This design comes from an exercise in tuning for small area, a short achievable clock period and few clock cycles per item on the open sky130 flow, not from production work. The RTL of this run was laid out without a check of its function.

==> flow/design.v <==
module mult(
      input  reset,
      input  clk,
      input  [31:0] a_in,
      input  [31:0] b_in,
      input  start,
      output logic [63:0] product,
      output logic done);
  logic busy;                
  logic selb;                
  logic [2:0] cnt;
  logic [31:0] sw, cw;     
  logic [6:0] ls, lc;     
  logic [27:0] l;          
  wire [6:0] bsel = selb ? l[6:0] : b_in[6:0];
  logic selc;                
  wire [6:0] bselc = selc ? l[6:0] : b_in[6:0];
  wire [31:0] ws = sw & {32{busy}};
  wire [31:0] wc = cw & {32{busy}};
  wire [7:0] lres = ls + lc;
  wire cyi = busy & lres[7];   
  wire [31:0] pp0 = a_in & {{16{bselc[0]}}, {16{bsel[0]}}};
  wire [31:0] pp1 = a_in & {{16{bselc[1]}}, {16{bsel[1]}}};
  wire [31:0] pp2 = a_in & {{16{bselc[2]}}, {16{bsel[2]}}};
  wire [31:0] pp3 = a_in & {{16{bselc[3]}}, {16{bsel[3]}}};
  wire [31:0] pp4 = a_in & {{16{bselc[4]}}, {16{bsel[4]}}};
  wire [31:0] pp5 = a_in & {{16{bselc[5]}}, {16{bsel[5]}}};
  wire [31:0] pp6 = a_in & {{16{bselc[6]}}, {16{bsel[6]}}};
  wire s1 = wc[4] ^ ws[4];
  wire c2 = wc[4] & ws[4];
  wire s3 = wc[5] ^ ws[5] ^ pp0[5];
  wire c4 = (wc[5] & ws[5]) | (wc[5] & pp0[5]) | (ws[5] & pp0[5]);
  wire s5 = pp1[4] ^ pp2[3];
  wire c6 = pp1[4] & pp2[3];
  wire s7 = wc[6] ^ ws[6] ^ pp0[6];
  wire c8 = (wc[6] & ws[6]) | (wc[6] & pp0[6]) | (ws[6] & pp0[6]);
  wire s9 = pp1[5] ^ pp2[4] ^ pp3[3];
  wire c10 = (pp1[5] & pp2[4]) | (pp1[5] & pp3[3]) | (pp2[4] & pp3[3]);
  wire s11 = pp4[2] ^ pp5[1];
  wire c12 = pp4[2] & pp5[1];
  wire s13 = wc[7] ^ ws[7] ^ pp0[7];
  wire c14 = (wc[7] & ws[7]) | (wc[7] & pp0[7]) | (ws[7] & pp0[7]);
  wire s15 = pp1[6] ^ pp2[5] ^ pp3[4];
  wire c16 = (pp1[6] & pp2[5]) | (pp1[6] & pp3[4]) | (pp2[5] & pp3[4]);
  wire s17 = pp4[3] ^ pp5[2] ^ pp6[1];
  wire c18 = (pp4[3] & pp5[2]) | (pp4[3] & pp6[1]) | (pp5[2] & pp6[1]);
  wire s19 = wc[8] ^ ws[8] ^ pp0[8];
  wire c20 = (wc[8] & ws[8]) | (wc[8] & pp0[8]) | (ws[8] & pp0[8]);
  wire s21 = pp1[7] ^ pp2[6] ^ pp3[5];
  wire c22 = (pp1[7] & pp2[6]) | (pp1[7] & pp3[5]) | (pp2[6] & pp3[5]);
  wire s23 = pp4[4] ^ pp5[3] ^ pp6[2];
  wire c24 = (pp4[4] & pp5[3]) | (pp4[4] & pp6[2]) | (pp5[3] & pp6[2]);
  wire s25 = wc[9] ^ ws[9] ^ pp0[9];
  wire c26 = (wc[9] & ws[9]) | (wc[9] & pp0[9]) | (ws[9] & pp0[9]);
  wire s27 = pp1[8] ^ pp2[7] ^ pp3[6];
  wire c28 = (pp1[8] & pp2[7]) | (pp1[8] & pp3[6]) | (pp2[7] & pp3[6]);
  wire s29 = pp4[5] ^ pp5[4] ^ pp6[3];
  wire c30 = (pp4[5] & pp5[4]) | (pp4[5] & pp6[3]) | (pp5[4] & pp6[3]);
  wire s31 = wc[10] ^ ws[10] ^ pp0[10];
  wire c32 = (wc[10] & ws[10]) | (wc[10] & pp0[10]) | (ws[10] & pp0[10]);
  wire s33 = pp1[9] ^ pp2[8] ^ pp3[7];
  wire c34 = (pp1[9] & pp2[8]) | (pp1[9] & pp3[7]) | (pp2[8] & pp3[7]);
  wire s35 = pp4[6] ^ pp5[5] ^ pp6[4];
  wire c36 = (pp4[6] & pp5[5]) | (pp4[6] & pp6[4]) | (pp5[5] & pp6[4]);
  wire s37 = wc[11] ^ ws[11] ^ pp0[11];
  wire c38 = (wc[11] & ws[11]) | (wc[11] & pp0[11]) | (ws[11] & pp0[11]);
  wire s39 = pp1[10] ^ pp2[9] ^ pp3[8];
  wire c40 = (pp1[10] & pp2[9]) | (pp1[10] & pp3[8]) | (pp2[9] & pp3[8]);
  wire s41 = pp4[7] ^ pp5[6] ^ pp6[5];
  wire c42 = (pp4[7] & pp5[6]) | (pp4[7] & pp6[5]) | (pp5[6] & pp6[5]);
  wire s43 = wc[12] ^ ws[12] ^ pp0[12];
  wire c44 = (wc[12] & ws[12]) | (wc[12] & pp0[12]) | (ws[12] & pp0[12]);
  wire s45 = pp1[11] ^ pp2[10] ^ pp3[9];
  wire c46 = (pp1[11] & pp2[10]) | (pp1[11] & pp3[9]) | (pp2[10] & pp3[9]);
  wire s47 = pp4[8] ^ pp5[7] ^ pp6[6];
  wire c48 = (pp4[8] & pp5[7]) | (pp4[8] & pp6[6]) | (pp5[7] & pp6[6]);
  wire s49 = wc[13] ^ ws[13] ^ pp0[13];
  wire c50 = (wc[13] & ws[13]) | (wc[13] & pp0[13]) | (ws[13] & pp0[13]);
  wire s51 = pp1[12] ^ pp2[11] ^ pp3[10];
  wire c52 = (pp1[12] & pp2[11]) | (pp1[12] & pp3[10]) | (pp2[11] & pp3[10]);
  wire s53 = pp4[9] ^ pp5[8] ^ pp6[7];
  wire c54 = (pp4[9] & pp5[8]) | (pp4[9] & pp6[7]) | (pp5[8] & pp6[7]);
  wire s55 = wc[14] ^ ws[14] ^ pp0[14];
  wire c56 = (wc[14] & ws[14]) | (wc[14] & pp0[14]) | (ws[14] & pp0[14]);
  wire s57 = pp1[13] ^ pp2[12] ^ pp3[11];
  wire c58 = (pp1[13] & pp2[12]) | (pp1[13] & pp3[11]) | (pp2[12] & pp3[11]);
  wire s59 = pp4[10] ^ pp5[9] ^ pp6[8];
  wire c60 = (pp4[10] & pp5[9]) | (pp4[10] & pp6[8]) | (pp5[9] & pp6[8]);
  wire s61 = wc[15] ^ ws[15] ^ pp0[15];
  wire c62 = (wc[15] & ws[15]) | (wc[15] & pp0[15]) | (ws[15] & pp0[15]);
  wire s63 = pp1[14] ^ pp2[13] ^ pp3[12];
  wire c64 = (pp1[14] & pp2[13]) | (pp1[14] & pp3[12]) | (pp2[13] & pp3[12]);
  wire s65 = pp4[11] ^ pp5[10] ^ pp6[9];
  wire c66 = (pp4[11] & pp5[10]) | (pp4[11] & pp6[9]) | (pp5[10] & pp6[9]);
  wire s67 = wc[16] ^ ws[16] ^ pp0[16];
  wire c68 = (wc[16] & ws[16]) | (wc[16] & pp0[16]) | (ws[16] & pp0[16]);
  wire s69 = pp1[15] ^ pp2[14] ^ pp3[13];
  wire c70 = (pp1[15] & pp2[14]) | (pp1[15] & pp3[13]) | (pp2[14] & pp3[13]);
  wire s71 = pp4[12] ^ pp5[11] ^ pp6[10];
  wire c72 = (pp4[12] & pp5[11]) | (pp4[12] & pp6[10]) | (pp5[11] & pp6[10]);
  wire s73 = wc[17] ^ ws[17] ^ pp0[17];
  wire c74 = (wc[17] & ws[17]) | (wc[17] & pp0[17]) | (ws[17] & pp0[17]);
  wire s75 = pp1[16] ^ pp2[15] ^ pp3[14];
  wire c76 = (pp1[16] & pp2[15]) | (pp1[16] & pp3[14]) | (pp2[15] & pp3[14]);
  wire s77 = pp4[13] ^ pp5[12] ^ pp6[11];
  wire c78 = (pp4[13] & pp5[12]) | (pp4[13] & pp6[11]) | (pp5[12] & pp6[11]);
  wire s79 = wc[18] ^ ws[18] ^ pp0[18];
  wire c80 = (wc[18] & ws[18]) | (wc[18] & pp0[18]) | (ws[18] & pp0[18]);
  wire s81 = pp1[17] ^ pp2[16] ^ pp3[15];
  wire c82 = (pp1[17] & pp2[16]) | (pp1[17] & pp3[15]) | (pp2[16] & pp3[15]);
  wire s83 = pp4[14] ^ pp5[13] ^ pp6[12];
  wire c84 = (pp4[14] & pp5[13]) | (pp4[14] & pp6[12]) | (pp5[13] & pp6[12]);
  wire s85 = wc[19] ^ ws[19] ^ pp0[19];
  wire c86 = (wc[19] & ws[19]) | (wc[19] & pp0[19]) | (ws[19] & pp0[19]);
  wire s87 = pp1[18] ^ pp2[17] ^ pp3[16];
  wire c88 = (pp1[18] & pp2[17]) | (pp1[18] & pp3[16]) | (pp2[17] & pp3[16]);
  wire s89 = pp4[15] ^ pp5[14] ^ pp6[13];
  wire c90 = (pp4[15] & pp5[14]) | (pp4[15] & pp6[13]) | (pp5[14] & pp6[13]);
  wire s91 = wc[20] ^ ws[20] ^ pp0[20];
  wire c92 = (wc[20] & ws[20]) | (wc[20] & pp0[20]) | (ws[20] & pp0[20]);
  wire s93 = pp1[19] ^ pp2[18] ^ pp3[17];
  wire c94 = (pp1[19] & pp2[18]) | (pp1[19] & pp3[17]) | (pp2[18] & pp3[17]);
  wire s95 = pp4[16] ^ pp5[15] ^ pp6[14];
  wire c96 = (pp4[16] & pp5[15]) | (pp4[16] & pp6[14]) | (pp5[15] & pp6[14]);
  wire s97 = wc[21] ^ ws[21] ^ pp0[21];
  wire c98 = (wc[21] & ws[21]) | (wc[21] & pp0[21]) | (ws[21] & pp0[21]);
  wire s99 = pp1[20] ^ pp2[19] ^ pp3[18];
  wire c100 = (pp1[20] & pp2[19]) | (pp1[20] & pp3[18]) | (pp2[19] & pp3[18]);
  wire s101 = pp4[17] ^ pp5[16] ^ pp6[15];
  wire c102 = (pp4[17] & pp5[16]) | (pp4[17] & pp6[15]) | (pp5[16] & pp6[15]);
  wire s103 = wc[22] ^ ws[22] ^ pp0[22];
  wire c104 = (wc[22] & ws[22]) | (wc[22] & pp0[22]) | (ws[22] & pp0[22]);
  wire s105 = pp1[21] ^ pp2[20] ^ pp3[19];
  wire c106 = (pp1[21] & pp2[20]) | (pp1[21] & pp3[19]) | (pp2[20] & pp3[19]);
  wire s107 = pp4[18] ^ pp5[17] ^ pp6[16];
  wire c108 = (pp4[18] & pp5[17]) | (pp4[18] & pp6[16]) | (pp5[17] & pp6[16]);
  wire s109 = wc[23] ^ ws[23] ^ pp0[23];
  wire c110 = (wc[23] & ws[23]) | (wc[23] & pp0[23]) | (ws[23] & pp0[23]);
  wire s111 = pp1[22] ^ pp2[21] ^ pp3[20];
  wire c112 = (pp1[22] & pp2[21]) | (pp1[22] & pp3[20]) | (pp2[21] & pp3[20]);
  wire s113 = pp4[19] ^ pp5[18] ^ pp6[17];
  wire c114 = (pp4[19] & pp5[18]) | (pp4[19] & pp6[17]) | (pp5[18] & pp6[17]);
  wire s115 = wc[24] ^ ws[24] ^ pp0[24];
  wire c116 = (wc[24] & ws[24]) | (wc[24] & pp0[24]) | (ws[24] & pp0[24]);
  wire s117 = pp1[23] ^ pp2[22] ^ pp3[21];
  wire c118 = (pp1[23] & pp2[22]) | (pp1[23] & pp3[21]) | (pp2[22] & pp3[21]);
  wire s119 = pp4[20] ^ pp5[19] ^ pp6[18];
  wire c120 = (pp4[20] & pp5[19]) | (pp4[20] & pp6[18]) | (pp5[19] & pp6[18]);
  wire s121 = wc[25] ^ ws[25] ^ pp0[25];
  wire c122 = (wc[25] & ws[25]) | (wc[25] & pp0[25]) | (ws[25] & pp0[25]);
  wire s123 = pp1[24] ^ pp2[23] ^ pp3[22];
  wire c124 = (pp1[24] & pp2[23]) | (pp1[24] & pp3[22]) | (pp2[23] & pp3[22]);
  wire s125 = pp4[21] ^ pp5[20] ^ pp6[19];
  wire c126 = (pp4[21] & pp5[20]) | (pp4[21] & pp6[19]) | (pp5[20] & pp6[19]);
  wire s127 = wc[26] ^ ws[26] ^ pp0[26];
  wire c128 = (wc[26] & ws[26]) | (wc[26] & pp0[26]) | (ws[26] & pp0[26]);
  wire s129 = pp1[25] ^ pp2[24] ^ pp3[23];
  wire c130 = (pp1[25] & pp2[24]) | (pp1[25] & pp3[23]) | (pp2[24] & pp3[23]);
  wire s131 = pp4[22] ^ pp5[21] ^ pp6[20];
  wire c132 = (pp4[22] & pp5[21]) | (pp4[22] & pp6[20]) | (pp5[21] & pp6[20]);
  wire s133 = wc[27] ^ ws[27] ^ pp0[27];
  wire c134 = (wc[27] & ws[27]) | (wc[27] & pp0[27]) | (ws[27] & pp0[27]);
  wire s135 = pp1[26] ^ pp2[25] ^ pp3[24];
  wire c136 = (pp1[26] & pp2[25]) | (pp1[26] & pp3[24]) | (pp2[25] & pp3[24]);
  wire s137 = pp4[23] ^ pp5[22] ^ pp6[21];
  wire c138 = (pp4[23] & pp5[22]) | (pp4[23] & pp6[21]) | (pp5[22] & pp6[21]);
  wire s139 = wc[28] ^ ws[28] ^ pp0[28];
  wire c140 = (wc[28] & ws[28]) | (wc[28] & pp0[28]) | (ws[28] & pp0[28]);
  wire s141 = pp1[27] ^ pp2[26] ^ pp3[25];
  wire c142 = (pp1[27] & pp2[26]) | (pp1[27] & pp3[25]) | (pp2[26] & pp3[25]);
  wire s143 = pp4[24] ^ pp5[23] ^ pp6[22];
  wire c144 = (pp4[24] & pp5[23]) | (pp4[24] & pp6[22]) | (pp5[23] & pp6[22]);
  wire s145 = wc[29] ^ ws[29] ^ pp0[29];
  wire c146 = (wc[29] & ws[29]) | (wc[29] & pp0[29]) | (ws[29] & pp0[29]);
  wire s147 = pp1[28] ^ pp2[27] ^ pp3[26];
  wire c148 = (pp1[28] & pp2[27]) | (pp1[28] & pp3[26]) | (pp2[27] & pp3[26]);
  wire s149 = pp4[25] ^ pp5[24] ^ pp6[23];
  wire c150 = (pp4[25] & pp5[24]) | (pp4[25] & pp6[23]) | (pp5[24] & pp6[23]);
  wire s151 = wc[30] ^ ws[30] ^ pp0[30];
  wire c152 = (wc[30] & ws[30]) | (wc[30] & pp0[30]) | (ws[30] & pp0[30]);
  wire s153 = pp1[29] ^ pp2[28] ^ pp3[27];
  wire c154 = (pp1[29] & pp2[28]) | (pp1[29] & pp3[27]) | (pp2[28] & pp3[27]);
  wire s155 = pp4[26] ^ pp5[25] ^ pp6[24];
  wire c156 = (pp4[26] & pp5[25]) | (pp4[26] & pp6[24]) | (pp5[25] & pp6[24]);
  wire s157 = wc[31] ^ ws[31] ^ pp0[31];
  wire c158 = (wc[31] & ws[31]) | (wc[31] & pp0[31]) | (ws[31] & pp0[31]);
  wire s159 = pp1[30] ^ pp2[29] ^ pp3[28];
  wire c160 = (pp1[30] & pp2[29]) | (pp1[30] & pp3[28]) | (pp2[29] & pp3[28]);
  wire s161 = pp4[27] ^ pp5[26] ^ pp6[25];
  wire c162 = (pp4[27] & pp5[26]) | (pp4[27] & pp6[25]) | (pp5[26] & pp6[25]);
  wire s163 = pp1[31] ^ pp2[30] ^ pp3[29];
  wire c164 = (pp1[31] & pp2[30]) | (pp1[31] & pp3[29]) | (pp2[30] & pp3[29]);
  wire s165 = pp4[28] ^ pp5[27];
  wire c166 = pp4[28] & pp5[27];
  wire s167 = pp2[31] ^ pp3[30];
  wire c168 = pp2[31] & pp3[30];
  wire s169 = wc[2] ^ ws[2];
  wire c170 = wc[2] & ws[2];
  wire s171 = wc[3] ^ ws[3] ^ pp0[3];
  wire c172 = (wc[3] & ws[3]) | (wc[3] & pp0[3]) | (ws[3] & pp0[3]);
  wire s173 = pp1[2] ^ pp2[1];
  wire c174 = pp1[2] & pp2[1];
  wire s175 = s1 ^ pp0[4] ^ pp1[3];
  wire c176 = (s1 & pp0[4]) | (s1 & pp1[3]) | (pp0[4] & pp1[3]);
  wire s177 = pp2[2] ^ pp3[1] ^ pp4[0];
  wire c178 = (pp2[2] & pp3[1]) | (pp2[2] & pp4[0]) | (pp3[1] & pp4[0]);
  wire s179 = c2 ^ pp3[2] ^ pp4[1];
  wire c180 = (c2 & pp3[2]) | (c2 & pp4[1]) | (pp3[2] & pp4[1]);
  wire s181 = pp5[0] ^ s5 ^ s3;
  wire c182 = (pp5[0] & s5) | (pp5[0] & s3) | (s5 & s3);
  wire s183 = pp6[0] ^ c6 ^ s11;
  wire c184 = (pp6[0] & c6) | (pp6[0] & s11) | (c6 & s11);
  wire s185 = c4 ^ s7 ^ s9;
  wire c186 = (c4 & s7) | (c4 & s9) | (s7 & s9);
  wire s187 = c12 ^ c10 ^ c8;
  wire c188 = (c12 & c10) | (c12 & c8) | (c10 & c8);
  wire s189 = s13 ^ s15 ^ s17;
  wire c190 = (s13 & s15) | (s13 & s17) | (s15 & s17);
  wire s191 = c14 ^ c16 ^ c18;
  wire c192 = (c14 & c16) | (c14 & c18) | (c16 & c18);
  wire s193 = s19 ^ s21 ^ s23;
  wire c194 = (s19 & s21) | (s19 & s23) | (s21 & s23);
  wire s195 = c20 ^ c22 ^ c24;
  wire c196 = (c20 & c22) | (c20 & c24) | (c22 & c24);
  wire s197 = s25 ^ s27 ^ s29;
  wire c198 = (s25 & s27) | (s25 & s29) | (s27 & s29);
  wire s199 = c26 ^ c28 ^ c30;
  wire c200 = (c26 & c28) | (c26 & c30) | (c28 & c30);
  wire s201 = s31 ^ s33 ^ s35;
  wire c202 = (s31 & s33) | (s31 & s35) | (s33 & s35);
  wire s203 = c32 ^ c34 ^ c36;
  wire c204 = (c32 & c34) | (c32 & c36) | (c34 & c36);
  wire s205 = s37 ^ s39 ^ s41;
  wire c206 = (s37 & s39) | (s37 & s41) | (s39 & s41);
  wire s207 = c38 ^ c40 ^ c42;
  wire c208 = (c38 & c40) | (c38 & c42) | (c40 & c42);
  wire s209 = s43 ^ s45 ^ s47;
  wire c210 = (s43 & s45) | (s43 & s47) | (s45 & s47);
  wire s211 = c44 ^ c46 ^ c48;
  wire c212 = (c44 & c46) | (c44 & c48) | (c46 & c48);
  wire s213 = s49 ^ s51 ^ s53;
  wire c214 = (s49 & s51) | (s49 & s53) | (s51 & s53);
  wire s215 = c50 ^ c52 ^ c54;
  wire c216 = (c50 & c52) | (c50 & c54) | (c52 & c54);
  wire s217 = s55 ^ s57 ^ s59;
  wire c218 = (s55 & s57) | (s55 & s59) | (s57 & s59);
  wire s219 = c56 ^ c58 ^ c60;
  wire c220 = (c56 & c58) | (c56 & c60) | (c58 & c60);
  wire s221 = s61 ^ s63 ^ s65;
  wire c222 = (s61 & s63) | (s61 & s65) | (s63 & s65);
  wire s223 = c62 ^ c64 ^ c66;
  wire c224 = (c62 & c64) | (c62 & c66) | (c64 & c66);
  wire s225 = s67 ^ s69 ^ s71;
  wire c226 = (s67 & s69) | (s67 & s71) | (s69 & s71);
  wire s227 = c68 ^ c70 ^ c72;
  wire c228 = (c68 & c70) | (c68 & c72) | (c70 & c72);
  wire s229 = s73 ^ s75 ^ s77;
  wire c230 = (s73 & s75) | (s73 & s77) | (s75 & s77);
  wire s231 = c74 ^ c76 ^ c78;
  wire c232 = (c74 & c76) | (c74 & c78) | (c76 & c78);
  wire s233 = s79 ^ s81 ^ s83;
  wire c234 = (s79 & s81) | (s79 & s83) | (s81 & s83);
  wire s235 = c80 ^ c82 ^ c84;
  wire c236 = (c80 & c82) | (c80 & c84) | (c82 & c84);
  wire s237 = s85 ^ s87 ^ s89;
  wire c238 = (s85 & s87) | (s85 & s89) | (s87 & s89);
  wire s239 = c86 ^ c88 ^ c90;
  wire c240 = (c86 & c88) | (c86 & c90) | (c88 & c90);
  wire s241 = s91 ^ s93 ^ s95;
  wire c242 = (s91 & s93) | (s91 & s95) | (s93 & s95);
  wire s243 = c92 ^ c94 ^ c96;
  wire c244 = (c92 & c94) | (c92 & c96) | (c94 & c96);
  wire s245 = s101 ^ s97 ^ s99;
  wire c246 = (s101 & s97) | (s101 & s99) | (s97 & s99);
  wire s247 = c100 ^ c102 ^ c98;
  wire c248 = (c100 & c102) | (c100 & c98) | (c102 & c98);
  wire s249 = s103 ^ s105 ^ s107;
  wire c250 = (s103 & s105) | (s103 & s107) | (s105 & s107);
  wire s251 = c104 ^ c106 ^ c108;
  wire c252 = (c104 & c106) | (c104 & c108) | (c106 & c108);
  wire s253 = s109 ^ s111 ^ s113;
  wire c254 = (s109 & s111) | (s109 & s113) | (s111 & s113);
  wire s255 = c110 ^ c112 ^ c114;
  wire c256 = (c110 & c112) | (c110 & c114) | (c112 & c114);
  wire s257 = s115 ^ s117 ^ s119;
  wire c258 = (s115 & s117) | (s115 & s119) | (s117 & s119);
  wire s259 = c116 ^ c118 ^ c120;
  wire c260 = (c116 & c118) | (c116 & c120) | (c118 & c120);
  wire s261 = s121 ^ s123 ^ s125;
  wire c262 = (s121 & s123) | (s121 & s125) | (s123 & s125);
  wire s263 = c122 ^ c124 ^ c126;
  wire c264 = (c122 & c124) | (c122 & c126) | (c124 & c126);
  wire s265 = s127 ^ s129 ^ s131;
  wire c266 = (s127 & s129) | (s127 & s131) | (s129 & s131);
  wire s267 = c128 ^ c130 ^ c132;
  wire c268 = (c128 & c130) | (c128 & c132) | (c130 & c132);
  wire s269 = s133 ^ s135 ^ s137;
  wire c270 = (s133 & s135) | (s133 & s137) | (s135 & s137);
  wire s271 = c134 ^ c136 ^ c138;
  wire c272 = (c134 & c136) | (c134 & c138) | (c136 & c138);
  wire s273 = s139 ^ s141 ^ s143;
  wire c274 = (s139 & s141) | (s139 & s143) | (s141 & s143);
  wire s275 = c140 ^ c142 ^ c144;
  wire c276 = (c140 & c142) | (c140 & c144) | (c142 & c144);
  wire s277 = s145 ^ s147 ^ s149;
  wire c278 = (s145 & s147) | (s145 & s149) | (s147 & s149);
  wire s279 = c146 ^ c148 ^ c150;
  wire c280 = (c146 & c148) | (c146 & c150) | (c148 & c150);
  wire s281 = s151 ^ s153 ^ s155;
  wire c282 = (s151 & s153) | (s151 & s155) | (s153 & s155);
  wire s283 = c152 ^ c154 ^ c156;
  wire c284 = (c152 & c154) | (c152 & c156) | (c154 & c156);
  wire s285 = s157 ^ s159 ^ s161;
  wire c286 = (s157 & s159) | (s157 & s161) | (s159 & s161);
  wire s287 = pp6[26] ^ s165 ^ c158;
  wire c288 = (pp6[26] & s165) | (pp6[26] & c158) | (s165 & c158);
  wire s289 = c160 ^ c162 ^ s163;
  wire c290 = (c160 & c162) | (c160 & s163) | (c162 & s163);
  wire s291 = pp4[29] ^ pp5[28] ^ pp6[27];
  wire c292 = (pp4[29] & pp5[28]) | (pp4[29] & pp6[27]) | (pp5[28] & pp6[27]);
  wire s293 = c166 ^ s167 ^ c164;
  wire c294 = (c166 & s167) | (c166 & c164) | (s167 & c164);
  wire s295 = pp3[31] ^ pp4[30] ^ pp5[29];
  wire c296 = (pp3[31] & pp4[30]) | (pp3[31] & pp5[29]) | (pp4[30] & pp5[29]);
  wire s297 = pp6[28] ^ c168;
  wire c298 = pp6[28] & c168;
  wire s299 = pp4[31] ^ pp5[30];
  wire c300 = pp4[31] & pp5[30];
  wire s301 = wc[0] ^ ws[0];
  wire c302 = wc[0] & ws[0];
  wire s303 = wc[1] ^ ws[1] ^ pp0[1];
  wire c304 = (wc[1] & ws[1]) | (wc[1] & pp0[1]) | (ws[1] & pp0[1]);
  wire s305 = s169 ^ pp0[2] ^ pp1[1];
  wire c306 = (s169 & pp0[2]) | (s169 & pp1[1]) | (pp0[2] & pp1[1]);
  wire s307 = c170 ^ pp3[0] ^ s173;
  wire c308 = (c170 & pp3[0]) | (c170 & s173) | (pp3[0] & s173);
  wire s309 = c174 ^ c172 ^ s175;
  wire c310 = (c174 & c172) | (c174 & s175) | (c172 & s175);
  wire s311 = c176 ^ c178 ^ s179;
  wire c312 = (c176 & c178) | (c176 & s179) | (c178 & s179);
  wire s313 = c180 ^ s183 ^ c182;
  wire c314 = (c180 & s183) | (c180 & c182) | (s183 & c182);
  wire s315 = c184 ^ c186 ^ s187;
  wire c316 = (c184 & c186) | (c184 & s187) | (c186 & s187);
  wire s317 = c188 ^ c190 ^ s191;
  wire c318 = (c188 & c190) | (c188 & s191) | (c190 & s191);
  wire s319 = c192 ^ c194 ^ s195;
  wire c320 = (c192 & c194) | (c192 & s195) | (c194 & s195);
  wire s321 = c196 ^ c198 ^ s199;
  wire c322 = (c196 & c198) | (c196 & s199) | (c198 & s199);
  wire s323 = c200 ^ c202 ^ s203;
  wire c324 = (c200 & c202) | (c200 & s203) | (c202 & s203);
  wire s325 = c204 ^ c206 ^ s207;
  wire c326 = (c204 & c206) | (c204 & s207) | (c206 & s207);
  wire s327 = c208 ^ c210 ^ s211;
  wire c328 = (c208 & c210) | (c208 & s211) | (c210 & s211);
  wire s329 = c212 ^ c214 ^ s215;
  wire c330 = (c212 & c214) | (c212 & s215) | (c214 & s215);
  wire s331 = c216 ^ c218 ^ s219;
  wire c332 = (c216 & c218) | (c216 & s219) | (c218 & s219);
  wire s333 = c220 ^ c222 ^ s223;
  wire c334 = (c220 & c222) | (c220 & s223) | (c222 & s223);
  wire s335 = c224 ^ c226 ^ s227;
  wire c336 = (c224 & c226) | (c224 & s227) | (c226 & s227);
  wire s337 = c228 ^ c230 ^ s231;
  wire c338 = (c228 & c230) | (c228 & s231) | (c230 & s231);
  wire s339 = c232 ^ c234 ^ s235;
  wire c340 = (c232 & c234) | (c232 & s235) | (c234 & s235);
  wire s341 = c236 ^ c238 ^ s239;
  wire c342 = (c236 & c238) | (c236 & s239) | (c238 & s239);
  wire s343 = c240 ^ c242 ^ s243;
  wire c344 = (c240 & c242) | (c240 & s243) | (c242 & s243);
  wire s345 = c244 ^ c246 ^ s247;
  wire c346 = (c244 & c246) | (c244 & s247) | (c246 & s247);
  wire s347 = c248 ^ c250 ^ s251;
  wire c348 = (c248 & c250) | (c248 & s251) | (c250 & s251);
  wire s349 = c252 ^ c254 ^ s255;
  wire c350 = (c252 & c254) | (c252 & s255) | (c254 & s255);
  wire s351 = c256 ^ c258 ^ s259;
  wire c352 = (c256 & c258) | (c256 & s259) | (c258 & s259);
  wire s353 = c260 ^ c262 ^ s263;
  wire c354 = (c260 & c262) | (c260 & s263) | (c262 & s263);
  wire s355 = c264 ^ c266 ^ s267;
  wire c356 = (c264 & c266) | (c264 & s267) | (c266 & s267);
  wire s357 = c268 ^ c270 ^ s271;
  wire c358 = (c268 & c270) | (c268 & s271) | (c270 & s271);
  wire s359 = c272 ^ c274 ^ s275;
  wire c360 = (c272 & c274) | (c272 & s275) | (c274 & s275);
  wire s361 = c276 ^ c278 ^ s279;
  wire c362 = (c276 & c278) | (c276 & s279) | (c278 & s279);
  wire s363 = c280 ^ c282 ^ s283;
  wire c364 = (c280 & c282) | (c280 & s283) | (c282 & s283);
  wire s365 = c284 ^ c286 ^ s287;
  wire c366 = (c284 & c286) | (c284 & s287) | (c286 & s287);
  wire s367 = s291 ^ c288 ^ c290;
  wire c368 = (s291 & c288) | (s291 & c290) | (c288 & c290);
  wire s369 = c292 ^ s295 ^ s297;
  wire c370 = (c292 & s295) | (c292 & s297) | (s295 & s297);
  wire s371 = pp6[29] ^ s299 ^ c296;
  wire c372 = (pp6[29] & s299) | (pp6[29] & c296) | (s299 & c296);
  wire s373 = pp5[31] ^ pp6[30];
  wire c374 = pp5[31] & pp6[30];
  wire s375 = s301 ^ cyi;
  wire c376 = s301 & cyi;
  wire s377 = c302 ^ pp1[0] ^ s303;
  wire c378 = (c302 & pp1[0]) | (c302 & s303) | (pp1[0] & s303);
  wire s379 = pp2[0] ^ c304 ^ s305;
  wire c380 = (pp2[0] & c304) | (pp2[0] & s305) | (c304 & s305);
  wire s381 = c306 ^ s171 ^ s307;
  wire c382 = (c306 & s171) | (c306 & s307) | (s171 & s307);
  wire s383 = s177 ^ c308 ^ s309;
  wire c384 = (s177 & c308) | (s177 & s309) | (c308 & s309);
  wire s385 = c310 ^ s181 ^ s311;
  wire c386 = (c310 & s181) | (c310 & s311) | (s181 & s311);
  wire s387 = c312 ^ s185 ^ s313;
  wire c388 = (c312 & s185) | (c312 & s313) | (s185 & s313);
  wire s389 = s189 ^ c314 ^ s315;
  wire c390 = (s189 & c314) | (s189 & s315) | (c314 & s315);
  wire s391 = s193 ^ c316 ^ s317;
  wire c392 = (s193 & c316) | (s193 & s317) | (c316 & s317);
  wire s393 = s197 ^ c318 ^ s319;
  wire c394 = (s197 & c318) | (s197 & s319) | (c318 & s319);
  wire s395 = s201 ^ c320 ^ s321;
  wire c396 = (s201 & c320) | (s201 & s321) | (c320 & s321);
  wire s397 = s205 ^ c322 ^ s323;
  wire c398 = (s205 & c322) | (s205 & s323) | (c322 & s323);
  wire s399 = s209 ^ c324 ^ s325;
  wire c400 = (s209 & c324) | (s209 & s325) | (c324 & s325);
  wire s401 = s213 ^ c326 ^ s327;
  wire c402 = (s213 & c326) | (s213 & s327) | (c326 & s327);
  wire s403 = s217 ^ c328 ^ s329;
  wire c404 = (s217 & c328) | (s217 & s329) | (c328 & s329);
  wire s405 = s221 ^ c330 ^ s331;
  wire c406 = (s221 & c330) | (s221 & s331) | (c330 & s331);
  wire s407 = s225 ^ c332 ^ s333;
  wire c408 = (s225 & c332) | (s225 & s333) | (c332 & s333);
  wire s409 = s229 ^ c334 ^ s335;
  wire c410 = (s229 & c334) | (s229 & s335) | (c334 & s335);
  wire s411 = s233 ^ c336 ^ s337;
  wire c412 = (s233 & c336) | (s233 & s337) | (c336 & s337);
  wire s413 = s237 ^ c338 ^ s339;
  wire c414 = (s237 & c338) | (s237 & s339) | (c338 & s339);
  wire s415 = s241 ^ c340 ^ s341;
  wire c416 = (s241 & c340) | (s241 & s341) | (c340 & s341);
  wire s417 = s245 ^ c342 ^ s343;
  wire c418 = (s245 & c342) | (s245 & s343) | (c342 & s343);
  wire s419 = s249 ^ c344 ^ s345;
  wire c420 = (s249 & c344) | (s249 & s345) | (c344 & s345);
  wire s421 = s253 ^ c346 ^ s347;
  wire c422 = (s253 & c346) | (s253 & s347) | (c346 & s347);
  wire s423 = s257 ^ c348 ^ s349;
  wire c424 = (s257 & c348) | (s257 & s349) | (c348 & s349);
  wire s425 = s261 ^ c350 ^ s351;
  wire c426 = (s261 & c350) | (s261 & s351) | (c350 & s351);
  wire s427 = s265 ^ c352 ^ s353;
  wire c428 = (s265 & c352) | (s265 & s353) | (c352 & s353);
  wire s429 = s269 ^ c354 ^ s355;
  wire c430 = (s269 & c354) | (s269 & s355) | (c354 & s355);
  wire s431 = s273 ^ c356 ^ s357;
  wire c432 = (s273 & c356) | (s273 & s357) | (c356 & s357);
  wire s433 = s277 ^ c358 ^ s359;
  wire c434 = (s277 & c358) | (s277 & s359) | (c358 & s359);
  wire s435 = s281 ^ c360 ^ s361;
  wire c436 = (s281 & c360) | (s281 & s361) | (c360 & s361);
  wire s437 = s285 ^ c362 ^ s363;
  wire c438 = (s285 & c362) | (s285 & s363) | (c362 & s363);
  wire s439 = s289 ^ c364 ^ s365;
  wire c440 = (s289 & c364) | (s289 & s365) | (c364 & s365);
  wire s441 = s293 ^ c366 ^ s367;
  wire c442 = (s293 & c366) | (s293 & s367) | (c366 & s367);
  wire s443 = c294 ^ s369 ^ c368;
  wire c444 = (c294 & s369) | (c294 & c368) | (s369 & c368);
  wire s445 = c298 ^ s371 ^ c370;
  wire c446 = (c298 & s371) | (c298 & c370) | (s371 & c370);
  wire s447 = c300 ^ s373 ^ c372;
  wire c448 = (c300 & s373) | (c300 & c372) | (s373 & c372);
  wire s449 = pp6[31] ^ c374;
  wire c450 = pp6[31] & c374;
  wire [38:0] r0 = {c450, s449, s447, s445, c442, c440, c438, c436, c434, c432, c430, c428, c426, c424, c422, c420, c418, c416, c414, c412, c410, c408, c406, c404, c402, c400, c398, c396, c394, c392, c390, c388, c386, c384, c382, c380, c378, c376, pp0[0]};
  wire [38:0] r1 = {1'b0, c448, c446, c444, s443, s441, s439, s437, s435, s433, s431, s429, s427, s425, s423, s421, s419, s417, s415, s413, s411, s409, s407, s405, s403, s401, s399, s397, s395, s393, s391, s389, s387, s385, s383, s381, s379, s377, s375};
  always_ff @(posedge clk, posedge reset) begin
    if (reset) begin
      busy <= 1'b0;
      done <= 1'b0;
      cnt <= '0;
    end else if (start || busy) begin
      if (cnt == 3'd4) begin
        busy <= 1'b0;
        done <= 1'b1;
        cnt <= '0;
      end else begin
        busy <= 1'b1;
        done <= 1'b0;
        cnt <= cnt + 1'b1;
      end
    end
  end
  always_ff @(posedge clk, posedge reset) begin
    if (reset) selb <= 1'b0;
    else selb <= (start || busy) && cnt != 3'd4;
  end
  always_ff @(posedge clk, posedge reset) begin
    if (reset) selc <= 1'b0;
    else selc <= busy ? cnt != 3'd4 : start;
  end
  always_ff @(posedge clk) begin
    if (start || busy) begin
      sw <= r0[38:7];
      cw <= r1[38:7];
      ls <= r0[6:0];
      lc <= r1[6:0];
      l <= busy ? {lres[6:0], l[27:7]} : {3'd0, b_in[31:7]};
    end
  end
  assign product[27:0] = l;
  wire [35:0] ox = {sw[28:0], ls};
  wire [35:0] oy = {cw[28:0], lc};
  wire [35:0] og0 = ox & oy;
  wire [35:0] op0 = ox ^ oy;
  wire og1_1 = og0[1] | (op0[1] & og0[0]);
  wire og1_3 = og0[3] | (op0[3] & og0[2]);
  wire op1_3 = op0[3] & op0[2];
  wire og1_5 = og0[5] | (op0[5] & og0[4]);
  wire op1_5 = op0[5] & op0[4];
  wire og1_7 = og0[7] | (op0[7] & og0[6]);
  wire op1_7 = op0[7] & op0[6];
  wire og1_9 = og0[9] | (op0[9] & og0[8]);
  wire op1_9 = op0[9] & op0[8];
  wire og1_11 = og0[11] | (op0[11] & og0[10]);
  wire op1_11 = op0[11] & op0[10];
  wire og1_13 = og0[13] | (op0[13] & og0[12]);
  wire op1_13 = op0[13] & op0[12];
  wire og1_15 = og0[15] | (op0[15] & og0[14]);
  wire op1_15 = op0[15] & op0[14];
  wire og1_17 = og0[17] | (op0[17] & og0[16]);
  wire op1_17 = op0[17] & op0[16];
  wire og1_19 = og0[19] | (op0[19] & og0[18]);
  wire op1_19 = op0[19] & op0[18];
  wire og1_21 = og0[21] | (op0[21] & og0[20]);
  wire op1_21 = op0[21] & op0[20];
  wire og1_23 = og0[23] | (op0[23] & og0[22]);
  wire op1_23 = op0[23] & op0[22];
  wire og1_25 = og0[25] | (op0[25] & og0[24]);
  wire op1_25 = op0[25] & op0[24];
  wire og1_27 = og0[27] | (op0[27] & og0[26]);
  wire op1_27 = op0[27] & op0[26];
  wire og1_29 = og0[29] | (op0[29] & og0[28]);
  wire op1_29 = op0[29] & op0[28];
  wire og1_31 = og0[31] | (op0[31] & og0[30]);
  wire op1_31 = op0[31] & op0[30];
  wire og1_33 = og0[33] | (op0[33] & og0[32]);
  wire op1_33 = op0[33] & op0[32];
  wire og1_35 = og0[35] | (op0[35] & og0[34]);
  wire op1_35 = op0[35] & op0[34];
  wire og2_2 = og0[2] | (op0[2] & og1_1);
  wire og2_3 = og1_3 | (op1_3 & og1_1);
  wire og2_6 = og0[6] | (op0[6] & og1_5);
  wire op2_6 = op0[6] & op1_5;
  wire og2_7 = og1_7 | (op1_7 & og1_5);
  wire op2_7 = op1_7 & op1_5;
  wire og2_10 = og0[10] | (op0[10] & og1_9);
  wire op2_10 = op0[10] & op1_9;
  wire og2_11 = og1_11 | (op1_11 & og1_9);
  wire op2_11 = op1_11 & op1_9;
  wire og2_14 = og0[14] | (op0[14] & og1_13);
  wire op2_14 = op0[14] & op1_13;
  wire og2_15 = og1_15 | (op1_15 & og1_13);
  wire op2_15 = op1_15 & op1_13;
  wire og2_18 = og0[18] | (op0[18] & og1_17);
  wire op2_18 = op0[18] & op1_17;
  wire og2_19 = og1_19 | (op1_19 & og1_17);
  wire op2_19 = op1_19 & op1_17;
  wire og2_22 = og0[22] | (op0[22] & og1_21);
  wire op2_22 = op0[22] & op1_21;
  wire og2_23 = og1_23 | (op1_23 & og1_21);
  wire op2_23 = op1_23 & op1_21;
  wire og2_26 = og0[26] | (op0[26] & og1_25);
  wire op2_26 = op0[26] & op1_25;
  wire og2_27 = og1_27 | (op1_27 & og1_25);
  wire op2_27 = op1_27 & op1_25;
  wire og2_30 = og0[30] | (op0[30] & og1_29);
  wire op2_30 = op0[30] & op1_29;
  wire og2_31 = og1_31 | (op1_31 & og1_29);
  wire op2_31 = op1_31 & op1_29;
  wire og2_34 = og0[34] | (op0[34] & og1_33);
  wire op2_34 = op0[34] & op1_33;
  wire og2_35 = og1_35 | (op1_35 & og1_33);
  wire op2_35 = op1_35 & op1_33;
  wire og3_4 = og0[4] | (op0[4] & og2_3);
  wire og3_5 = og1_5 | (op1_5 & og2_3);
  wire og3_6 = og2_6 | (op2_6 & og2_3);
  wire og3_7 = og2_7 | (op2_7 & og2_3);
  wire og3_12 = og0[12] | (op0[12] & og2_11);
  wire op3_12 = op0[12] & op2_11;
  wire og3_13 = og1_13 | (op1_13 & og2_11);
  wire op3_13 = op1_13 & op2_11;
  wire og3_14 = og2_14 | (op2_14 & og2_11);
  wire op3_14 = op2_14 & op2_11;
  wire og3_15 = og2_15 | (op2_15 & og2_11);
  wire op3_15 = op2_15 & op2_11;
  wire og3_20 = og0[20] | (op0[20] & og2_19);
  wire op3_20 = op0[20] & op2_19;
  wire og3_21 = og1_21 | (op1_21 & og2_19);
  wire op3_21 = op1_21 & op2_19;
  wire og3_22 = og2_22 | (op2_22 & og2_19);
  wire op3_22 = op2_22 & op2_19;
  wire og3_23 = og2_23 | (op2_23 & og2_19);
  wire op3_23 = op2_23 & op2_19;
  wire og3_28 = og0[28] | (op0[28] & og2_27);
  wire op3_28 = op0[28] & op2_27;
  wire og3_29 = og1_29 | (op1_29 & og2_27);
  wire op3_29 = op1_29 & op2_27;
  wire og3_30 = og2_30 | (op2_30 & og2_27);
  wire op3_30 = op2_30 & op2_27;
  wire og3_31 = og2_31 | (op2_31 & og2_27);
  wire op3_31 = op2_31 & op2_27;
  wire og4_8 = og0[8] | (op0[8] & og3_7);
  wire og4_9 = og1_9 | (op1_9 & og3_7);
  wire og4_10 = og2_10 | (op2_10 & og3_7);
  wire og4_11 = og2_11 | (op2_11 & og3_7);
  wire og4_12 = og3_12 | (op3_12 & og3_7);
  wire og4_13 = og3_13 | (op3_13 & og3_7);
  wire og4_14 = og3_14 | (op3_14 & og3_7);
  wire og4_15 = og3_15 | (op3_15 & og3_7);
  wire og4_24 = og0[24] | (op0[24] & og3_23);
  wire op4_24 = op0[24] & op3_23;
  wire og4_25 = og1_25 | (op1_25 & og3_23);
  wire op4_25 = op1_25 & op3_23;
  wire og4_26 = og2_26 | (op2_26 & og3_23);
  wire op4_26 = op2_26 & op3_23;
  wire og4_27 = og2_27 | (op2_27 & og3_23);
  wire op4_27 = op2_27 & op3_23;
  wire og4_28 = og3_28 | (op3_28 & og3_23);
  wire op4_28 = op3_28 & op3_23;
  wire og4_29 = og3_29 | (op3_29 & og3_23);
  wire op4_29 = op3_29 & op3_23;
  wire og4_30 = og3_30 | (op3_30 & og3_23);
  wire op4_30 = op3_30 & op3_23;
  wire og4_31 = og3_31 | (op3_31 & og3_23);
  wire op4_31 = op3_31 & op3_23;
  wire og5_16 = og0[16] | (op0[16] & og4_15);
  wire og5_17 = og1_17 | (op1_17 & og4_15);
  wire og5_18 = og2_18 | (op2_18 & og4_15);
  wire og5_19 = og2_19 | (op2_19 & og4_15);
  wire og5_20 = og3_20 | (op3_20 & og4_15);
  wire og5_21 = og3_21 | (op3_21 & og4_15);
  wire og5_22 = og3_22 | (op3_22 & og4_15);
  wire og5_23 = og3_23 | (op3_23 & og4_15);
  wire og5_24 = og4_24 | (op4_24 & og4_15);
  wire og5_25 = og4_25 | (op4_25 & og4_15);
  wire og5_26 = og4_26 | (op4_26 & og4_15);
  wire og5_27 = og4_27 | (op4_27 & og4_15);
  wire og5_28 = og4_28 | (op4_28 & og4_15);
  wire og5_29 = og4_29 | (op4_29 & og4_15);
  wire og5_30 = og4_30 | (op4_30 & og4_15);
  wire og5_31 = og4_31 | (op4_31 & og4_15);
  wire og6_32 = og0[32] | (op0[32] & og5_31);
  wire og6_33 = og1_33 | (op1_33 & og5_31);
  wire og6_34 = og2_34 | (op2_34 & og5_31);
  wire og6_35 = og2_35 | (op2_35 & og5_31);
  assign product[28] = op0[0];
  assign product[29] = op0[1] ^ og0[0];
  assign product[30] = op0[2] ^ og1_1;
  assign product[31] = op0[3] ^ og2_2;
  assign product[32] = op0[4] ^ og2_3;
  assign product[33] = op0[5] ^ og3_4;
  assign product[34] = op0[6] ^ og3_5;
  assign product[35] = op0[7] ^ og3_6;
  assign product[36] = op0[8] ^ og3_7;
  assign product[37] = op0[9] ^ og4_8;
  assign product[38] = op0[10] ^ og4_9;
  assign product[39] = op0[11] ^ og4_10;
  assign product[40] = op0[12] ^ og4_11;
  assign product[41] = op0[13] ^ og4_12;
  assign product[42] = op0[14] ^ og4_13;
  assign product[43] = op0[15] ^ og4_14;
  assign product[44] = op0[16] ^ og4_15;
  assign product[45] = op0[17] ^ og5_16;
  assign product[46] = op0[18] ^ og5_17;
  assign product[47] = op0[19] ^ og5_18;
  assign product[48] = op0[20] ^ og5_19;
  assign product[49] = op0[21] ^ og5_20;
  assign product[50] = op0[22] ^ og5_21;
  assign product[51] = op0[23] ^ og5_22;
  assign product[52] = op0[24] ^ og5_23;
  assign product[53] = op0[25] ^ og5_24;
  assign product[54] = op0[26] ^ og5_25;
  assign product[55] = op0[27] ^ og5_26;
  assign product[56] = op0[28] ^ og5_27;
  assign product[57] = op0[29] ^ og5_28;
  assign product[58] = op0[30] ^ og5_29;
  assign product[59] = op0[31] ^ og5_30;
  assign product[60] = op0[32] ^ og5_31;
  assign product[61] = op0[33] ^ og6_32;
  assign product[62] = op0[34] ^ og6_33;
  assign product[63] = op0[35] ^ og6_34;
endmodule
==> flow/flow/run.sh <==
#!/bin/bash
# The standard layout (standard.sh) with these changes to its synthesis:
#  - Yosys's early "abc -fast" is skipped (SYNTH_ARGS=-noabc), so extract_fa
#    sees the carry-save tree as the RTL writes it;
#  - port buffers use the smallest buffer (the resizer upsizes where needed).
# Registers, their names and the flatten/rename steps are those of synth_recipe.tcl.
set -euo pipefail
HERE=$(pwd)
export SYNTH_ARGS="-noabc"
export BUFFER_PORTS_ARGS="-buffer_cell sky130_fd_sc_hd__buf_1"
sed 's|^\( *\)extract_fa {\*}\[dont_use_extract_fa_args\]$|\1extract_fa {*}[dont_use_extract_fa_args] * w:og* w:op* %u o:product %u %ci1 %d|' \
  "$FLOW_HOME/scripts/synth.tcl" > synth_x.tcl
grep -q 'o:product %u %ci1 %d' synth_x.tcl
sed -i 's|^\( *\)log_cmd abc {\*}\$abc_args$|\1log_cmd abc {*}$lib_args {*}$lib_dont_use_args -script {+strash;dch;map,-D,600;buffer;upsize,-D,600;dnsize,-D,600} o:product %ci*:-sky130_fd_sc_hd__edfxtp_1\n\1log_cmd abc {*}$abc_args|' synth_x.tcl
grep -q -- '-script {+strash;dch;map,-D,600;buffer;upsize,-D,600;dnsize,-D,600} o:product' synth_x.tcl
sed "s|source \$::env(SCRIPTS_DIR)/synth.tcl|source $HERE/synth_x.tcl|" synth_recipe.tcl > synth_recipe_x.tcl
grep -q "source $HERE/synth_x.tcl" synth_recipe_x.tcl
sed "s|SYNTH_SCRIPT=[^ ]*|SYNTH_SCRIPT=$HERE/synth_recipe_x.tcl|" standard.sh > standard_x.sh
bash standard_x.sh synth > synth.log 2>&1
bash standard.sh > standard.log 2>&1
==> flow/standard.sh <==
#!/bin/bash
# synth_recipe.tcl (not shown) runs the flow's synth.tcl, then flattens the netlist and writes it again
# the make line also repeats each setting of config.mk as NAME=value (left out here)
make -C /OpenROAD-flow-scripts/flow DESIGN_CONFIG=/design/flow/config.mk WORK_HOME=/design/flow/orfs CLKGATE_MAP_FILE= SYNTH_SCRIPT=/design/flow/synth_recipe.tcl "${@:-finish}"
==> flow/config.mk <==
export PLATFORM = sky130hd
export DESIGN_NAME = mult
export DESIGN_NICKNAME = mult
export VERILOG_FILES = /design/flow/design.v
export SDC_FILE = /design/flow/constraint.sdc
export NUM_CORES = 4
export LEC_CHECK = 0
export CAP_MARGIN = 20
export CORE_MARGIN = 2
export CORE_UTILIZATION = 40
export PLACE_DENSITY = 0.6
export SLEW_MARGIN = 20
==> flow/constraint.sdc <==
create_clock -name core_clock -period 4.0 [get_ports {clk}]
set_input_delay 0.8000 -clock core_clock [delete_from_list [all_inputs] [get_ports {clk}]]
set_output_delay 0.8000 -clock core_clock [all_outputs]
set_load 0.01 [all_outputs]
==> results.txt <==
-- flip-flops by register name, summed over array words and instances (netlist names) --
name / count
busy: 1
cnt: 3
cw: 31
done: 1
l: 28
lc: 7
ls: 7
selb: 1
selc: 1
sw: 32
-- worst max-delay path, delay by kind of cell, from the launching register on --
family | cells | cell delay [ns]
fa+ha+maj | 4 | 1.90
buf+inv | 1 | 0.25
mux | 1 | 0.26
flops | 1 | 0.63
simple gates | 1 | 0.23
-- placed cells by master, fill, tap and decap left out, types with 4 or more instances in the layout --
| cell | count |
|---|---|
| or2_1 | 11 |
| nand4_1 | 7 |
| buf_4 | 20 |
| mux2i_1 | 15 |
| nor2b_1 | 29 |
| o21ai_1 | 14 |
| a21oi_2 | 7 |
| nand2_2 | 15 |
| and2_1 | 65 |
| nand4_2 | 6 |
| edfxtp_1 | 105 |
| clkbuf_16 | 9 |
| buf_1 | 131 |
| mux2_2 | 25 |
| o21bai_1 | 5 |
| o21a_1 | 5 |
| nand2_4 | 6 |
| nor2_1 | 40 |
| nand2_1 | 116 |
| a21oi_1 | 16 |
| and2b_1 | 196 |
| inv_2 | 10 |
| inv_1 | 53 |
| dfrtp_1 | 6 |
| xor2_1 | 16 |
| o21ai_0 | 25 |
| o211ai_1 | 12 |
| xnor2_1 | 6 |
| nand3_1 | 12 |
| or2_2 | 4 |
| nor3_1 | 10 |
| fa_1 | 211 |
| ha_1 | 16 |
-- final cells by class --
class | instances | share of cell area (%)
Clock inverter | 6 | 0.472
Sequential cell | 112 | 23.3
Inverter | 66 | 1.80
Tap cell | 402 | 3.51
Clock buffer | 10 | 1.60
Timing Repair Buffer | 153 | 4.76
Multi-Input combinational cell | 943 | 64.6
Antenna cell | 2 | 0.0350
-- stage by stage --
step           worst slack, ns  instances  hold slack [ns]  instance area, µm²
2_1_floorplan            0.392       1153            0.499               13000
3_3_place_gp             0.311       1676            0.473               14000
3_5_place_dp             0.297       1676            0.483               14000
4_1_cts                  0.461       1692            0.322               14300
5_1_grt                  0.263       1694            0.336               14300
6_report                 0.472       1694            0.328               14300
-- per-layer routing --
metal / global-route usage [%] / wire [µm]
met1: 25.9 / 14000
met5: 0 / 0
met3: 2.45 / 988
met4: 3.90 / 474
met2: 34.4 / 15800
-- worst min-delay path by stage --
stage,start,endpoint,slack (ns),cells past startpoint
2_1_floorplan,cnt[2],busy,0.50,1
3_3_place_gp,done,done,0.47,2
3_5_place_dp,done,done,0.48,2
4_1_cts,reset,done,0.32,2
6_report,reset,cnt[0],0.33,2
5_1_grt,reset,done,0.34,2
-- cell families after synthesis --
kind of cell,synth area share (%)
simple gates,25.5
fa+ha+maj,34.1
compound gates,6.74
flops,25.6
buf+inv,3.16
mux,3.33
xor+xnor,1.48
==> impl_summary.log <==
[metrics] outcome: timing/DRC/antenna clean
[metrics] library cells used by synthesis: 68
[metrics] top post-synthesis cells by count: fa_1 (211), and2b_1 (196), nand2_1 (116), edfxtp_1 (105), and2_1 (65)
[metrics] vertical die dimension: ~180 µm
[metrics] placed wire-length estimate after detailed placement: 25400 µm
[metrics] critical path capture point type: flip-flop
[metrics] slew of the pin with the lowest slew margin: 0.877 ns
[metrics] minimum clock period: 3.53 ns
[metrics] period utilization: a little under 90%
[metrics] area occupied by registers: about 3300 µm²
[metrics] Post-synth top flop: edfxtp_1
[metrics] Crit Path Max Fanout: 16
[metrics] worst setup skew after layout: 0.0181 ns
[metrics] r2r endpoint: cw[20]
[metrics] register area share after synthesis: 25.6%
[metrics] standard-cell rows: 65
[metrics] Reg2Reg Depth: 7
[metrics] post-synthesis instance area: 13000 µm²
[metrics] number of max-cap violations: 0
[metrics] top cell type's share of synthesized area: 32.5%
[metrics] Num Clock Sinks: roughly 110
[metrics] initial drt markers: 500
[metrics] Critical Path Sink: cw[20]
[metrics] most frequently used cell type in the post-synthesis netlist: fa_1
[metrics] area added between synthesis and finish: 10.3%
[metrics] setup repair after global routing missed its margin: false
[metrics] Worst-path clk slew: 0.08 ns
[metrics] number of nets in the finished design: 1579
[metrics] timing-limited maximum frequency: about 0.28 GHz
[metrics] antenna-violating nets left: 0
[metrics] post_cts resized: 0
[metrics] register-to-register setup slack: around 0.47 ns
[metrics] number of setup violations in the final report: 0
[metrics] share of layout cells above drive strength 1: between 10% and 20%
[metrics] CTS tree: built
[metrics] type of origin of the critical path: flip-flop
[metrics] Post-synth ARST share: 6.25%
[metrics] Fill cells: between 2000 and 3000
[metrics] worst skew pair latency: 0.37 ns
[metrics] library cell contributing the largest single delay on the critical path: dfrtp_1
[metrics] normalized max-slew margin: 41.6%
[metrics] delay of the slowest cell on the worst path: 0.63 ns
[metrics] RD Place Congestion: 0.872
[metrics] total congestion overflow after global routing: 0
[metrics] start point of the critical path: selc
[metrics] clock buffers created by TritonCTS: 9
[metrics] Max H-tree Level: 3
[metrics] area taken by multi-input logic gates: 9240 µm²
[metrics] core outline area: about 32000 µm²
[metrics] series of cell instances along the critical path: mux2i_1 > buf_4 > and2b_1 > fa_1 > fa_1 > fa_1 > fa_1
[metrics] Data arrival, critical path: 3.63 ns
[metrics] total of hold buffers inserted after clock tree synthesis: 0
[metrics] via count: 8532
[metrics] pin count of the biggest net entering global routing: around 60
[metrics] GRT Resource Usage Total: around a fifth
[metrics] Post CTS Setup Buffer Count: 0
[metrics] final total negative setup slack: 0 ns
[metrics] R2R Path Start: selc
[metrics] mean instance size in the synthesized netlist: 11.3 µm²
[metrics] first-pass GRT wire length: slightly above 50000 µm
[metrics] hold violation count in the final report: 0
[metrics] number of standard cells after synthesis: between 1000 and 1500
[metrics] cell type contributing the most total cell area after synthesis: fa_1
[metrics] Core Util, Final: 45.1%
[metrics] initial core utilization: 40.9%
[metrics] detailed-routing iteration count for the pre-antenna-repair pass: 5
[metrics] flops & latches, synth: approximately 110
[metrics] count of yosys warnings during synthesis: 1
[metrics] via count of the first global-routing pass: 9419
[metrics] worst hold-check path type: primary input to async pin
[metrics] total nets after synthesis: 1447
[metrics] via density per instance: 5.04
[metrics] count of flip-flops with a built-in enable after synthesis: 105
[metrics] Routed WL: 31300 µm
[metrics] critical path class: flip-flop to flip-flop
[metrics] dominant cells by area after synthesis: fa_1 (33%), edfxtp_1 (24%), and2b_1 (11%), nand2_1 (3.4%), and2_1 (3.1%)
[metrics] Top cell by count, worst path: fa_1
[metrics] clock tree root buffer cell: clkbuf_16
[metrics] routed wirelength normalized by instance count: 18.5 µm
[metrics] die footprint: about 34000 µm²
[metrics] clock tree buffer depth: 2
[metrics] required time of the critical path: 4.11 ns
[metrics] horizontal extent of the die: 184 µm
[metrics] count of input and output buffers: between 100 and 150
[metrics] top-level port count: 132
[metrics] final slew viol count: 0
[metrics] number of antenna violations at the first check in global routing: 2
[metrics] Remaining DRCs: 0

## separate check: timing with driven ports
In the flow no input, the clock included, has a driving cell. The finished layout below was timed again as built, in two steps. Step 1: set_driving_cell puts a clkbuf_16 on clk and a buf_2 on each other input, an assumption about the parent block. Step 2, shift: input delay + t, output delay - t, t = (earliest + latest rising clock arrival at the registers) / 2. This alone moves slack from input paths to output paths. Three values: ideal, step 1, step 2; two values: the first two.
t, ns: 0.401
setup slack, ns: 0.472 / 0.452 / 0.278
worst setup path at the end: input to register
After both steps setup and hold are still met in this run. The setup slack of this run moves by -0.020 ns with the drivers and by -0.194 ns with both steps.
